Context: an optimization exercise on an open-source flow, tuned for small area. The choices shown serve that exercise and are no tape-out recipe.
Where RTL was checked, it was by simulation tests only, not by an equivalence proof against the original.
Function not checked in run 1: the RTL went through the layout flow alone.
Power figures rest on the tool's default switching activity, not on a simulated workload.

--- design/flow/design.v ---
module fifo_buffer
(
	input clock, reset_n,
	input write_enable, read_enable,
	input [7:0] data_in,
	input [5:0] full_thres,
	input sh_load, sh_shift, sh_hold,
	output [8:0] sh,
	output head_at_tap,
	output empty, full
);
reg [5:0] fifo_cnt;
reg [4:0] wpos;
reg [7:0] data_d;
reg staged;
wire wr = write_enable & ~full;
wire rd = read_enable & ~empty;
assign full  = fifo_cnt == full_thres;
assign empty = fifo_cnt == 0;
wire [4:0] wpos_e = empty ? 5'd30 : wpos;
wire ins = wpos_e[0] ? staged : wr;
wire [7:0] bus = wpos_e[0] ? data_d : data_in;
wire may_clear = ins | (~wpos_e[0] & ~fifo_cnt[5]);
wire [5:0] cnt_inc = fifo_cnt + 6'd1;
always @(posedge clock) begin
	if (reset_n == 0)
		fifo_cnt <= 0;
	else if (wr & ~rd)
		fifo_cnt <= cnt_inc;
	else if (rd & ~wr)
		fifo_cnt <= fifo_cnt - 1;
	wpos <= wpos_e + 5'd1 + {4'd0, wr};
	data_d <= data_in;
	staged <= wr & wpos_e[0];
end
wire [15:0] keep_n, load_n;
genvar j;
generate
	for (j = 0; j < 16; j = j + 1) begin : g_sel
		wire here = wpos_e[4:1] == j;
		assign keep_n[j] = here & may_clear;
		assign load_n[j] = ~(here & ins);
	end
endgenerate
fifo_store STORE
(
	.clock(clock),
	.keep_n(keep_n),
	.load_n(load_n),
	.bus(bus),
	.sh_load(sh_load),
	.sh_shift(sh_shift),
	.sh_hold(sh_hold),
	.sh(sh)
);
assign head_at_tap = wpos == fifo_cnt[4:0];
endmodule
module fifo_store
(
	input clock,
	input [15:0] keep_n, load_n,
	input [7:0] bus,
	input sh_load, sh_shift, sh_hold,
	output reg [8:0] sh
);
reg [255:0] ring;
genvar i;
generate
	for (i = 0; i < 32; i = i + 1) begin : g_ring
		if (i % 2 == 0) begin : g_even
			wire [7:0] din = ((i / 2) % 2) ? bus : ~bus;
			always @(posedge clock)
				ring[8*i +: 8] <= ~(({8{load_n[i/2]}} | din) & ({8{keep_n[i/2]}} | ring[8*((i+31)%32) +: 8]));
		end else begin : g_odd
			always @(posedge clock)
				ring[8*i +: 8] <= ring[8*(i-1) +: 8];
		end
	end
endgenerate
wire [8:0] new_n = {1'b0, ring[255:248]};
wire [8:0] above_n = {1'b1, ~sh[8:1]};
always @(posedge clock)
	sh <= ~(({9{sh_load}} & new_n) | ({9{sh_shift}} & above_n) | ({9{sh_hold}} & ~sh));
endmodule
module tx_baud_gen
(
	input clock, reset_n,
	input [1:0] baudrate_select,
	output tx_baud
);
reg [6:0] num;
always @(posedge clock) begin
	if (reset_n == 0)
		num <= 0;
	else
		num <= num + 1;
end
assign tx_baud = &num[3:0] &
                 (num[4] | (baudrate_select == 2'd0)) &
                 (num[5] | ~baudrate_select[1]) &
                 (num[6] | (baudrate_select != 2'd3));
endmodule
module uart_tx
(
	input clock, reset_n,
	input tx_start, tx_baud,
	input data_valid,
	input [8:0] sh,
	output sh_load, sh_shift, sh_hold,
	output tx_done,
	output tx
);
localparam STATE_IDLE  = 2'b00;
localparam STATE_START = 2'b01;
localparam STATE_DATA  = 2'b10;
localparam STATE_STOP  = 2'b11;
reg [1:0] state;
reg par;
wire in_data = state == STATE_DATA;
wire last = sh[8:1] == 0;
always @(posedge clock) begin
	if (reset_n == 0)
		state <= STATE_IDLE;
	else if (tx_baud)
		case (state)
			STATE_IDLE:  if (tx_start) state <= STATE_START;
			STATE_START: state <= STATE_DATA;
			STATE_DATA:  if (last) state <= STATE_STOP;
			STATE_STOP:  state <= STATE_IDLE;
		endcase
end
assign sh_load  = ~in_data & data_valid;
assign sh_shift = in_data & tx_baud;
assign sh_hold  = ~(sh_load | sh_shift);
always @(posedge clock) begin
	if (~in_data)
		par <= 1'b0;
	else if (tx_baud)
		par <= par ^ sh[0];
end
assign tx = (state == STATE_START) ? 1'b0 :
            in_data ? (last ? par : sh[0]) : 1'b1;
assign tx_done = (state == STATE_STOP) & tx_baud;
endmodule
module uart_transmitter
(
	input [7:0] data_i,
	input data_write_i, clock_i, reset_n_i,
	input [5:0] data_buffer_full_thres_i,
	input [1:0] baudrate_select_i,
	output data_buffer_full_o,
	output uart_tx_o
);
wire empty;
wire fifo_read;
wire head_at_tap;
wire tx_baud;
wire sh_load, sh_shift, sh_hold;
wire [8:0] sh;
fifo_buffer FIFO
(
	.clock(clock_i),
	.reset_n(reset_n_i),
	.full_thres(data_buffer_full_thres_i),
	.write_enable(data_write_i),
	.read_enable(fifo_read),
	.data_in(data_i),
	.sh_load(sh_load),
	.sh_shift(sh_shift),
	.sh_hold(sh_hold),
	.sh(sh),
	.head_at_tap(head_at_tap),
	.full(data_buffer_full_o),
	.empty(empty)
);
tx_baud_gen TX_BAUD_GEN
(
	.clock(clock_i),
	.reset_n(reset_n_i),
	.baudrate_select(baudrate_select_i),
	.tx_baud(tx_baud)
);
uart_tx UART_TX
(
	.clock(clock_i),
	.reset_n(reset_n_i),
	.tx_start(~empty),
	.tx_baud(tx_baud),
	.data_valid(head_at_tap),
	.sh(sh),
	.sh_load(sh_load),
	.sh_shift(sh_shift),
	.sh_hold(sh_hold),
	.tx_done(fifo_read),
	.tx(uart_tx_o)
);
endmodule
--- design/flow/config.mk ---
export PLATFORM = sky130hd
export DESIGN_NAME = uart_transmitter
export DESIGN_NICKNAME = uart_transmitter
export VERILOG_FILES = /design/flow/design.v
export SDC_FILE = /design/flow/constraint.sdc
export NUM_CORES = 4
export LEC_CHECK = 0
export CAP_MARGIN = 20
export CORE_MARGIN = 2
export CORE_UTILIZATION = 65
export PLACE_DENSITY = 0.75
export SLEW_MARGIN = 20
export SYNTH_HIERARCHICAL = 1
export SYNTH_MINIMUM_KEEP_SIZE = 600
--- design/flow/flow/run.sh ---
#!/bin/bash
# The standard layout (standard.sh, with the standard synthesis) with three changes:
# port buffers are buf_1 cells; before repair_design, each cell that drives at
# most 8 pins gets its smallest drive strength (flow/downsize.tcl); and
# clock-tree synthesis uses clusters of up to 20 sinks on clkbuf_8 leaves
# without dummy loads.
set -euo pipefail
here=$(pwd)
export BUFFER_PORTS_ARGS="-buffer_cell sky130_fd_sc_hd__buf_1"
export PRE_RESIZE_TCL="$here/flow/downsize.tcl"
export CTS_ARGS="-sink_clustering_enable -repair_clock_nets -dont_use_dummy_load -buf_list sky130_fd_sc_hd__clkbuf_8 -sink_clustering_size 20 -sink_clustering_max_diameter 70"
bash standard.sh > "$here/standard.log" 2>&1
--- design/flow/flow/downsize.tcl ---
# Run before repair_design (PRE_RESIZE_TCL): a cell whose output drives at
# most 8 input pins gets the smallest-area variant of its own function (same
# cell name, other drive strength). repair_design, which follows, sizes up
# or buffers wherever slew or capacitance still needs it.
set db [ord::get_db]
set dont_use $::env(DONT_USE_CELLS)
set n 0
set saved 0.0
foreach inst [[ord::get_db_block] getInsts] {
  set m [$inst getMaster]
  if {[$m getType] ne "CORE" || [$m isSequential]} { continue }
  set name [$m getName]
  if {![regexp {^(sky130_fd_sc_hd__[a-z0-9]+)_([0-9]+)$} $name -> base size]} { continue }
  set fanout -1
  foreach it [$inst getITerms] {
    if {[$it isOutputSignal] && [$it getNet] ne "NULL"} {
      set fanout [expr {[llength [[$it getNet] getITerms]] + [llength [[$it getNet] getBTerms]] - 1}]
    }
  }
  if {$fanout < 1 || $fanout > 8} { continue }
  set best $m
  set area [expr {[$m getWidth] * [$m getHeight]}]
  set best_area $area
  foreach s {0 1 2 3 4 6 8 12 16} {
    set c [$db findMaster ${base}_$s]
    if {$c eq "NULL"} { continue }
    if {[lsearch -exact $dont_use [$c getName]] >= 0} { continue }
    set a [expr {[$c getWidth] * [$c getHeight]}]
    if {$a < $best_area} { set best $c; set best_area $a }
  }
  if {$best ne $m} {
    if {[catch {replace_cell [sta::find_instance [$inst getName]] [$best getName]} err]} {
      puts "downsize: could not resize [$inst getName]: $err"
    } else {
      incr n
      set saved [expr {$saved + ($area - $best_area) / 1e6}]
    }
  }
}
puts [format "downsize: %d cells resized, %.1f um2 saved" $n $saved]
--- design/flow/constraint.sdc ---
create_clock -name core_clock -period 10.0 [get_ports {clock_i}]
set_input_delay 2.0000 -clock core_clock [delete_from_list [all_inputs] [get_ports {clock_i}]]
set_output_delay 2.0000 -clock core_clock [all_outputs]
set_load 0.01 [all_outputs]
--- design/flow/standard.sh ---
#!/bin/bash
# synth_recipe.tcl (not shown) runs the flow's synth.tcl, then flattens the netlist and writes it again
# the make line also repeats each setting of config.mk as NAME=value (left out here)
make -C /OpenROAD-flow-scripts/flow DESIGN_CONFIG=/design/flow/config.mk WORK_HOME=/design/flow/orfs CLKGATE_MAP_FILE= SYNTH_SCRIPT=/design/flow/synth_recipe.tcl "${@:-finish}"
==> results by group, run 1 <==
Place
  – Post-DP HPWL: between 10 and 15 mm
  – Final Wtd Congestion: between 0.9 and 1
  – Port bufs: 20
  – DP Cell Count: between 800 and 900
  – Place WS: 4760 ps

Setup path
  – CP delay by family, top: simple AND/OR/NAND/NOR gates
  – Bufs and invs on worst path: 3
  – Startpoint Class: input port
  – Reg2Reg Depth: 10
  – Data arrival, critical path: ~3400 ps
  – Most Frequent Cell on Critical Path: buf_1
  – Critical Path Sink Type: output port
  – WP depth: 6
  – Max stage delay on crit path: between 700 and 800 ps
  – Crit path required time: about 8000 ps
  – Slowest-stage cell, CP: nor4_1
  – Max Fanout on Critical Path: 4
  – CP cell instances: buf_1 > xor2_1 > nor4_1 > nand3_1 > inv_1 > buf_1
  – Kind of critical path: input port to output port

Timing
  – Final hold vios: 0
  – Min Tclk post-route: around 5400 ps
  – Pins Over Slew Limit: 0
  – PnR worst setup slack: roughly 4600 ps
  – Skew final: approximately 19 ps
  – Unrepaired setup endpoints after global routing: no
  – Highest Clock Rate: about 0.19 GHz
  – Post-Route Setup TNS: 0 ps
  – Worst slew pin tran: about 990 ps
  – Final worst hold slack: approximately 330 ps
  – Slew margin rel.: 0.338
  – Period utilisation layout: 0.538
  – Final setup vio count: 0

Cells and area
  – Fin cells: between 800 and 900
  – Nets: just over 700
  – N_diodes: 0
  – Most frequent cells in the layout: dfxtp_1, o22ai_1, inv_1, buf_1, nand2_1
  – Syn-to-layout area delta: 3.62%
  – Ratio of cells with drive above 1 in the final layout: 0.0628
  – Most common cell after layout, fill and taps aside: dfxtp_1
  – Final Core Density: 0.695

CTS
  – CTS-repair resized insts: 0
  – H-tree levels: 1
  – Post-CTS setup buffer count: 0
  – Root Buffer: clkbuf_8
  – Clk sinks: 295
  – CTS Hold Bufs: 0
  – Maximum root-to-sink buffer count: 3
  – Clock Latency Late Sink: 510 ps
  – Clk slew on worst S/H paths: about 100 ps
  – CTS tree: done
  – Number of CTS-inserted buffers: 18

Floorplan
  – Placement Rows: between 40 and 50
  – Initial Utilization: 0.671
  – Die Y: between 100 and 150 µm
  – Die area: 0.0141 mm²
  – Core area: 0.0127 mm²
  – Die Span X: 119 µm
  – I/O pins: 21

Detailed routing
  – DRC violations left: 0
  – DR WL/cell: approximately 20 µm
  – Final ANT Viol Nets: 0
  – Vias: ~5200
  – Via density: 6.06
  – DRT iter0 DRCs: approximately 470
  – DRT Wirelength: around 17 mm
  – Pre-antenna DRT Iters: 5

GRT
  – Initial antenna violation count: 0
  – GRT Util Overall: 0.244
  – First-pass GRT wire length: between 20 and 30 mm
  – Number of global-route vias before repair: approximately 5100
  – Pin count of the biggest net entering global routing: 21
  – Gr ovfl total: 0

Power and ir drop
  – Leak pwr: roughly 3.5 nW
  – Power per cell area: between 300 and 400 mW/mm²
  – Max rail drop VDD: just over 0.0002 V

Logic synthesis
  – Synth Net Count: between 700 and 800
  – Mapped Area: 0.00854 mm²
  – EDFF count, synth: 0
  – Distinct cells, synth: between 40 and 50
  – Sequential share of the synthesized area: 0.692
  – FFs w/ async S/R, synth: 0
  – Main flop type after synthesis: dfxtp_1
  – Syn avg cell area: between 10 and 15 µm²
  – Syn Inst Count: 701
  – Ys Warns: 10
  – #FFs+latches synth: between 200 and 300

Min path
  – Hold Crit Class: flip-flop to flip-flop
  – Cells on Worst Hold Path: 0

Run
  – Max Cap Viol: 0

Status
  – Status: timing/DRC/antenna clean
cells in the mapped netlist, drive strengths merged, types with 3 or more instances:
cell type	n	area, µm²
nand3	7	35.0
xnor2	14	123
xor2	6	52.6
nor2	5	18.8
nand2	20	75.1
a21boi	4	30.0
a21oi	10	50.1
o21ai	4	31.3
and2	9	56.3
mux2	8	90.1
mux2i	4	40.0
inv	30	113
dfxtp	295	5910
clkbuf	38	143
ha	14	175
a211oi	19	143
o22ai	128	801
nor4	5	31.3
o211ai	15	113
a222oi	8	80.1
nor2b	3	18.8
and3	4	25.0
a21o	3	22.5
or4	4	33.8
buf	18	105
sequential cells by signal, indices dropped and copies added, names as in the netlist:
signal,flops
FIFO.STORE.ring,256
FIFO.STORE.sh,9
FIFO.data_d,8
FIFO.fifo_cnt,6
FIFO.staged,1
FIFO.wpos,5
TX_BAUD_GEN.num,7
UART_TX.par,1
UART_TX.state,2
stage by stage:
| step | area [µm²] | total power [mW] |
|---|---|---|
| after floorplan | 8540 | 2.31 |
| after global placement | 8590 | 2.49 |
| after detailed placement | 8570 | 2.53 |
| after CTS | 8810 | 3.00 |
| after global routing | 8840 | 3.16 |
| final | 8840 | 3.01 |
power by group:
part           internal, mW  switching (mW)  leakage (nW)  total, mW
sequential             1.73           0.184          2.49       1.92
combinational         0.211           0.397         0.883      0.608
clock                 0.164           0.317         0.129      0.481
layout make-up:
| cell class | count | area, µm² |
|---|---|---|
| tap | 172 | 215 |
| clock buffer | 18 | 248 |
| sequential | 295 | 5910 |
| inverter | 30 | 113 |
| multi-input combinational | 320 | 2280 |
| fill | 944 | 3880 |
| timing repair buffer | 22 | 83.8 |
logic make-up after synthesis:
group                    Yosys count  share of synthesized area
adder cells (fa/ha/maj)           15                     0.0229
AO/OA/AOI/OAI                    205                      0.164
AND/OR/NAND/NOR                   68                     0.0432
buffers and inverters             86                     0.0422
XOR/XNOR                          20                     0.0205
flip-flops                       295                      0.692
multiplexers                      12                     0.0152
layer usage:
metal | part of all wire | up-vias | GRT usage
met3 | 0.052 | 58 | 0.0338
li1 | - | 2484 | -
met4 | 0.046 | 0 | 0.0982
met5 | 0 | - | 0
met2 | 0.45 | 159 | 0.383
met1 | 0.46 | 2496 | 0.342
worst paths after layout:
kind	endpoint	slack, ps	from
max	data_buffer_full_o	4620	data_buffer_full_thres_i[2]
min	FIFO.STORE.ring[154]$_DFF_P_	330	FIFO.STORE.ring[146]$_DFF_P_
max reg2reg	FIFO.fifo_cnt[5]$_SDFFE_PN0P_	6410	FIFO.fifo_cnt[1]$_SDFFE_PN0P_
min reg2reg	FIFO.STORE.ring[154]$_DFF_P_	330	FIFO.STORE.ring[146]$_DFF_P_
modules after synthesis, one instance, submodules excluded:
module            cells  area (µm²)  copies in the design  flip-flops and latches
fifo_store          462        6440                     1                     265
uart_transmitter    239        2100                     1                      30
==> run 2, diff against run 1 <==
--- a/design/flow/design.v
+++ b/design/flow/design.v
@@ -34,14 +34,14 @@
 	staged <= wr & wpos_e[0];
 end
 wire [15:0] keep_n, load_n;
-genvar j;
-generate
-	for (j = 0; j < 16; j = j + 1) begin : g_sel
-		wire here = wpos_e[4:1] == j;
-		assign keep_n[j] = here & may_clear;
-		assign load_n[j] = ~(here & ins);
-	end
-endgenerate
+fifo_select SELECT
+(
+	.pos(wpos_e[4:1]),
+	.may_clear(may_clear),
+	.ins(ins),
+	.keep_n(keep_n),
+	.load_n(load_n)
+);
 fifo_store STORE
 (
 	.clock(clock),
@@ -54,6 +54,24 @@
 	.sh(sh)
 );
 assign head_at_tap = wpos == fifo_cnt[4:0];
+endmodule
+module fifo_select
+(
+	input [3:0] pos,
+	input may_clear, ins,
+	output [15:0] keep_n, load_n
+);
+wire [3:0] lo = 4'b0001 << pos[1:0];
+wire [3:0] hi = 4'b0001 << pos[3:2];
+wire [3:0] lo_clear = lo & {4{may_clear}};
+wire [3:0] lo_ins = lo & {4{ins}};
+genvar j;
+generate
+	for (j = 0; j < 16; j = j + 1) begin : g_sel
+		assign keep_n[j] = lo_clear[j % 4] & hi[j / 4];
+		assign load_n[j] = ~(lo_ins[j % 4] & hi[j / 4]);
+	end
+endgenerate
 endmodule
 module fifo_store
 (
--- a/design/flow/config.mk
+++ b/design/flow/config.mk
@@ -11,4 +11,4 @@
 export PLACE_DENSITY = 0.75
 export SLEW_MARGIN = 20
 export SYNTH_HIERARCHICAL = 1
-export SYNTH_MINIMUM_KEEP_SIZE = 600
+export SYNTH_MINIMUM_KEEP_SIZE = 5
==> run 2 against run 1 <==
Hold slack got worse by 3.7 ps. Final cell count fell by 0.70%. Routed wire length down 2.7%. Critical path depth is 1 lower. Die area down 0.78%. Non-clock buffer count decreased by 2. Register-to-register slack gained 60 ps. Setup slack better by 680 ps. Sequential power hardly changed. Clock-buffer cell count unchanged. Combinational power decreased by 4.3%. Critical path type unchanged. Largest cell class unchanged.
==> results by group, run 2 <==
Detailed routing
  – Vias: between 4000 and 5000
  – DR WL/cell: 19.7 µm
  – Final ANT Viol Nets: 0
  – DRC violations left: 0
  – Via density: 5.86
  – Uppermost layer routed: met4
  – Pre-antenna DRT Iters: 7
  – Met3 WL: roughly 740 µm
  – DRT Wirelength: between 15 and 20 mm
  – Met2 wire length: roughly 8 mm
  – DRT met1 WL: between 7 and 8 mm
  – DRT iter0 DRCs: about 450

Logic synthesis
  – #FFs+latches synth: approximately 300
  – FFs w/ async S/R, synth: 0
  – Syn avg cell area: about 12 µm²
  – Dominant cell type by area after synthesis: dfxtp_1
  – Syn Inst Count: about 700
  – Sequential share of the synthesized area: 0.698
  – Area share of the largest cell type after synthesis: 0.698
  – Mapped Area: 0.00847 mm²
  – EDFF count, synth: 0
  – Most common cell in the synthesized netlist: dfxtp_1
  – Main flop type after synthesis: dfxtp_1
  – Top cells by area, synth: dfxtp_1, o22ai_1, ha_1
  – Synth Net Count: between 700 and 800
  – Distinct cells, synth: just under 60
  – Ys Warns: 10
  – Commonest cells in the netlist: dfxtp_1, o22ai_1, clkbuf_1

Floorplan
  – I/O pins: 21
  – Die Y: roughly 120 µm
  – Initial Utilization: 0.668
  – Die Span X: 118 µm
  – Core area: 0.0127 mm²
  – Die area: 0.0140 mm²
  – Placement Rows: around 40

GRT
  – Number of global-route vias before repair: 5054
  – First-pass GRT wire length: around 27 mm
  – Pin count of the biggest net entering global routing: 21
  – Initial antenna violation count: 0
  – Gr ovfl total: 0
  – GRT Util Overall: 0.243

Place
  – Port bufs: 20
  – Post-DP Area: 0.00845 mm²
  – Final Wtd Congestion: a little under 0.8
  – Post-DP HPWL: 11.0 mm

Setup path
  – Crit path required time: around 8000 ps
  – Kind of critical path: input port to output port
  – Startpoint Class: input port
  – Most Frequent Cell on Critical Path: buf_1
  – Data arrival, critical path: between 2000 and 3000 ps
  – CP cell instances: buf_1 > xnor2_1 > nand2_1 > nor3_1 > buf_1
  – Max Fanout on Critical Path: 2
  – Max stage delay on crit path: 170 ps
  – Critical Path Sink Type: output port
  – Slowest-stage cell, CP: xnor2_1
  – Reg2Reg Depth: 7

CTS
  – CTS Hold Bufs: 0
  – Maximum root-to-sink buffer count: 3
  – CTS tree: done
  – CTS-repair resized insts: 0
  – Post-CTS setup buffer count: 0
  – H-tree levels: 1
  – Root Buffer: clkbuf_8
  – Clock Latency Late Sink: 510 ps
  – Clk sinks: ~300
  – Clk slew on worst S/H paths: roughly 110 ps
  – Number of CTS-inserted buffers: 18

Cells and area
  – Max FFs per register: ~260
  – Top Registers: FIFO.STORE.ring x256, FIFO.STORE.sh x9, FIFO.data_d x8
  – Nets: 715
  – Fin area: ~0.0087 mm²
  – Ratio of cells with drive above 1 in the final layout: 0.0545
  – Most common cell after layout, fill and taps aside: dfxtp_1
  – FILL cells: around 910
  – Syn-to-layout area delta: 2.76%
  – N_diodes: 0
  – Most flops, register: FIFO.STORE.ring
  – Most frequent cells in the layout: dfxtp_1, o22ai_1, nand2_1, inv_1, buf_1

Power and ir drop
  – Leak pwr: approximately 3.5 nW
  – Max rail drop VDD: 0.000207 V
  – Power per cell area: approximately 340 mW/mm²

Timing
  – Min Tclk post-route: 4710 ps
  – Final hold vios: 0
  – Unrepaired setup endpoints after global routing: no
  – Slew margin rel.: 0.358
  – Skew final: 18.9 ps
  – Final setup vio count: 0
  – Post-Route Setup TNS: 0 ps
  – Pins Over Slew Limit: 0
  – Period utilisation layout: 0.471
  – Worst slew pin tran: 955 ps
  – Highest Clock Rate: between 0.2 and 0.25 GHz

Min path
  – Cells on Worst Hold Path: 0
  – Hold Crit Class: flip-flop to flip-flop

Status
  – Status: timing/DRC/antenna clean

Run
  – Max Cap Viol: 0
-- run 2: cell count changes after synthesis, moves of 5 or more --
cell / change
a21oi_1: -5
a211oi_1: -17
mux2_4: +6
mux2_2: -6
nor2_1: +14
nand2_1: +6
clkbuf_1: -7
o211ai_1: -14
-- run 2: path summary, 6_finish.rpt --
path	startpoint	endpoint	slack, ps
worst min register to register	FIFO.STORE.ring[165]$_DFF_P_	FIFO.STORE.ring[173]$_DFF_P_	330
worst max register to register	FIFO.fifo_cnt[0]$_SDFFE_PN0P_	FIFO.STORE.ring[1]$_DFF_P_	6470
worst max-delay path	data_buffer_full_thres_i[4]	data_buffer_full_o	5290
worst min-delay path	FIFO.STORE.ring[165]$_DFF_P_	FIFO.STORE.ring[173]$_DFF_P_	330
-- run 2: per-layer routing --
metal,track usage,vias to the layer above
met5,0,-
met4,0.0776,0
met3,0.0347,37
met2,0.402,126
met1,0.332,2444
li1,-,2379
-- run 2: Yosys stat by module, one instance, submodules excluded --
module | flops+latches | cells | copies in the design | cell area, µm²
fifo_buffer | 20 | 116 | 1 | 1200
fifo_select | 0 | 48 | 1 | 244
fifo_store | 265 | 462 | 1 | 6440
tx_baud_gen | 7 | 32 | 1 | 307
uart_transmitter | 0 | 1 | 1 | 3.75
uart_tx | 3 | 30 | 1 | 277
-- run 2: layout make-up --
cell class / count / area (µm²) / share of cell area
flip-flops and latches: 295 / 5910 / 0.679
multi-input cells: 314 / 2140 / 0.246
clock buffers: 18 / 248 / 0.0285
well taps: 172 / 215 / 0.0247
inverters: 32 / 120 / 0.0138
repair buffers: 20 / 75.1 / 0.00863
-- run 2: per-stage QoR --
stage	std cells	hold slack (ps)	utilization	power [mW]	setup slack, ps
2_1_floorplan	689	310	-	2.30	5500
3_3_place_gp	833	310	0.673	2.48	5360
3_5_place_dp	833	312	0.667	2.49	5280
4_1_cts	851	328	0.687	2.97	5310
5_1_grt	851	337	0.687	3.12	5190
6_report	851	325	0.687	2.97	5290
-- run 2: critical path, delay by kind of cell --
kind          cells  cell delay (ps)
buf+inv           2              270
simple gates      2              260
xor+xnor          1              170
-- run 2: where the power goes --
group	internal, mW	total (mW)	switching (mW)
Combinational	0.209	0.582	0.373
Sequential	1.73	1.90	0.174
Clock	0.164	0.485	0.321
-- run 2: cell families (layout without fill, tap and decap cells) --
family / count (synthesis) / count (layout) / share of synthesized area
flops: 295 / 295 / 0.698
simple gates: 100 / 100 / 0.0690
fa+ha+maj: 15 / 15 / 0.0231
mux: 13 / 13 / 0.0192
buf+inv: 80 / 70 / 0.0411
compound gates: 165 / 165 / 0.128
xor+xnor: 21 / 21 / 0.0217
==> run 3, diff against run 2 <==
--- a/design/flow/config.mk
+++ b/design/flow/config.mk
@@ -11,4 +11,4 @@
 export PLACE_DENSITY = 0.75
 export SLEW_MARGIN = 20
 export SYNTH_HIERARCHICAL = 1
-export SYNTH_MINIMUM_KEEP_SIZE = 5
+export SYNTH_MINIMUM_KEEP_SIZE = 600
==> run 3 against run 2 <==
Total power is 0.66% higher. Still clean on timing, DRC and antenna. Core utilization decreased by 0.089 points. Final cell count increased by 0.24%. Clock power decreased by 0.8%. Routed wire length shrank 0.97%. Clock skew up 8.2 ps. Highest routed layer unchanged. Final area down 0.13%. Sequential share of layout area grew 0.088 points. Setup slack lost 170 ps.
==> results by group, run 3 <==
Detailed routing
  – Final ANT Viol Nets: 0
  – Vias: between 5000 and 6000
  – DRC violations left: 0
  – DRT Wirelength: ~17 mm
  – Via density: between 5 and 6
  – DRT iter0 DRCs: 335
  – Pre-antenna DRT Iters: 5
  – DR WL/cell: a little under 20 µm

Logic synthesis
  – Distinct cells, synth: between 40 and 50
  – #FFs+latches synth: 295
  – EDFF count, synth: 0
  – Most common cell in the synthesized netlist: dfxtp_1
  – Syn avg cell area: about 12 µm²
  – Commonest cells in the netlist: dfxtp_1, o22ai_1, clkbuf_1
  – Mapped Area: roughly 0.0085 mm²
  – Top cells by area, synth: dfxtp_1, o22ai_1, ha_1
  – Main flop type after synthesis: dfxtp_1
  – Dominant cell type by area after synthesis: dfxtp_1
  – Ys Warns: 10
  – Synth Net Count: approximately 730
  – Area share of the largest cell type after synthesis: 0.698
  – Sequential share of the synthesized area: 0.698
  – Syn Inst Count: 698
  – FFs w/ async S/R, synth: 0

Cells and area
  – Nets: 717
  – Sequential Area: just under 0.006 mm²
  – Top Registers: FIFO.STORE.ring x256, FIFO.STORE.sh x9, FIFO.data_d x8
  – Ratio of cells with drive above 1 in the final layout: 0.0602
  – Most frequent cells in the layout: dfxtp_1, o22ai_1, inv_1, buf_1, nor3_1
  – Most flops, register: FIFO.STORE.ring
  – Fin cells: roughly 850
  – N_diodes: 0
  – Area used by multi-input combinational logic: between 0.002 and 0.0025 mm²
  – Syn-to-layout area delta: 2.71%
  – Most common cell after layout, fill and taps aside: dfxtp_1
  – Max FFs per register: 256
  – FILL cells: 950

Setup path
  – Reg2Reg Depth: 11
  – Max Fanout on Critical Path: 2
  – Startpoint Class: input port
  – Data arrival, critical path: around 2900 ps
  – Critical R2R Capture: FIFO.fifo_cnt[5]$_SDFFE_PN0P_
  – RR Startpoint: FIFO.fifo_cnt[0]$_SDFFE_PN0P_
  – Worst Setup SP: data_buffer_full_thres_i[3]
  – Kind of critical path: input port to output port
  – Critical Path Sink Type: output port
  – Crit path required time: approximately 8000 ps
  – R2R setup slack: between 6000 and 7000 ps

Floorplan
  – Die Span X: about 120 µm
  – I/O pins: 21
  – Initial Utilization: 0.668
  – Core area: roughly 0.013 mm²
  – Die area: roughly 0.014 mm²
  – Placement Rows: 41
  – Die Y: about 120 µm

Place
  – Final Wtd Congestion: 0.863
  – Post-DP HPWL: ~11 mm
  – DP Cell Count: 835
  – Port bufs: 20

CTS
  – H-tree levels: 1
  – CTS tree: done
  – CTS-repair resized insts: 0
  – Clk sinks: 295
  – Number of CTS-inserted buffers: 18
  – Clk slew on worst S/H paths: approximately 110 ps
  – Post-CTS setup buffer count: 0
  – Clock Latency Late Sink: around 510 ps
  – Maximum root-to-sink buffer count: 3
  – CTS Hold Bufs: 0
  – Root Buffer: clkbuf_8

Power and ir drop
  – Combinational Power Share: 0.197
  – Max rail drop VDD: roughly 0.00018 V
  – Leak pwr: 3.47 nW
  – Power per cell area: ~340 mW/mm²
  – Clk network pwr share: 0.161
  – Total Power: approximately 3 mW
  – Switch share: 0.295
  – Part of the power in registers: 0.642
  – Net Sw Power: 0.882 mW
  – Int Pwr: between 2 and 2.5 mW

Timing
  – Slew margin rel.: 0.324
  – Highest Clock Rate: roughly 0.20 GHz
  – Post-Route Setup TNS: 0 ps
  – Period utilisation layout: 0.488
  – Skew final: about 27 ps
  – Worst slew pin tran: between 1000 and 1500 ps
  – Final worst hold slack: ~330 ps
  – Min Tclk post-route: 4880 ps
  – Pins Over Slew Limit: 0
  – Unrepaired setup endpoints after global routing: no
  – Final hold vios: 0
  – Final setup vio count: 0

Min path
  – Hold Crit Class: flip-flop to flip-flop
  – Hold_sp: FIFO.STORE.ring[49]$_DFF_P_
  – Cells on Worst Hold Path: 0
  – Hold Path End: FIFO.STORE.ring[57]$_DFF_P_

Status
  – Status: timing/DRC/antenna clean

Run
  – Max Cap Viol: 0

GRT
  – Pin count of the biggest net entering global routing: 21
  – Initial antenna violation count: 0
  – First-pass GRT wire length: roughly 26 mm
  – Number of global-route vias before repair: ~5000
  – Gr ovfl total: 0
  – GRT Util Overall: 0.240
## run 3: cells by family (layout without fill, tap and decap cells)
group                      count (synthesis)  count (layout)  share of synthesized area
buffers and inverters                     86              69                     0.0435
xor gates and xnor gates                  23              23                     0.0238
and+or+nand+nor                          100             100                     0.0674
AOI/OAI and AO/OA                        168             168                      0.129
DFF                                      295             295                      0.698
muxes                                     11              11                     0.0148
adders and majority gates                 15              15                     0.0231
## run 3: worst max-delay path: stages
cell	delay [ps]
buf_1	90
xor2_1	140
nor4_1	340
and2_1	170
buf_1	140
## run 3: power groups by stage
stage          Sequential [mW]  Combinational, mW  Clock (mW)
6_report                  1.92              0.589       0.481
5_1_grt                   1.97              0.648       0.530
4_1_cts                   1.92              0.580       0.489
3_5_place_dp              1.94              0.576           0
3_3_place_gp              1.93              0.569           0
2_1_floorplan             1.85              0.470           0
## run 3: per-layer routing
metal	wire, µm	part of all wire	track usage	vias up
met2	7680	0.46	0.394	155
met4	600	0.036	0.0881	0
met5	0	0	0	-
met1	7500	0.45	0.323	2422
li1	-	-	-	2409
met3	784	0.047	0.0392	46
## run 3: stage by stage
stage          setup slack [ps]   util  instance area, µm²
3_3_place_gp               5170  0.671                8500
5_1_grt                    4990  0.686                8690
3_5_place_dp               5110  0.666                8440
6_report                   5120  0.686                8690
2_1_floorplan              5390      -                8460
4_1_cts                    5110  0.686                8690
## run 3: how the worst max path moves through the flow
stage / cells after the start / endpoint / slack (ps)
6_report: 5 / data_buffer_full_o / 5120
4_1_cts: 5 / data_buffer_full_o / 5110
3_5_place_dp: 5 / data_buffer_full_o / 5110
2_1_floorplan: 3 / data_buffer_full_o / 5390
3_3_place_gp: 5 / data_buffer_full_o / 5170
5_1_grt: 5 / data_buffer_full_o / 4990
## run 3: final cells by class
cell class / count / area share
timing repair buffer: 20 / 0.00864
tap: 172 / 0.0248
multi-input combinational: 317 / 0.245
clock buffer: 18 / 0.0285
sequential: 295 / 0.680
inverter: 31 / 0.0134
## run 3: Yosys stat by module (local to each module, per instance)
module | cell area [µm²] | cells inside | copies in the design
uart_transmitter | 2020 | 236 | 1
fifo_store | 6440 | 462 | 1

==> static timing again, ports no longer ideal <==
Ports are ideal in the flow. The routed layouts listed here were re-timed in OpenROAD. Step 1 sets driving cells, clkbuf_16 on the clock port and buf_2 on the other inputs (assumed; they add their load-dependent delay and slew). Step 2, shift: input delay + t, output delay - t, t = (earliest + latest rising clock arrival at the registers) / 2. This alone moves slack from input paths to output paths. Three values: ideal ports, drivers, drivers and shift; two values: the first two.
run	t, ns	setup WS [ns]	hold slack, ns	worst setup path after step 2	worst slew at a driven data input, ns
run 1	0.536	4.618 / 4.593 / 4.593	0.329 / 0.329 / 0.329	input to output	0.03
run 2	0.536	5.293 / 5.274 / 5.172	0.325 / 0.325 / 0.325	input to register	0.04
run 3	0.532	5.119 / 5.097 / 5.097	0.329 / 0.329 / 0.329	input to output	0.03
After both steps every run listed still meets setup and hold. The setup slack of run 2, which loses most, moves by -0.019 ns with the drivers and by -0.121 ns with both steps.
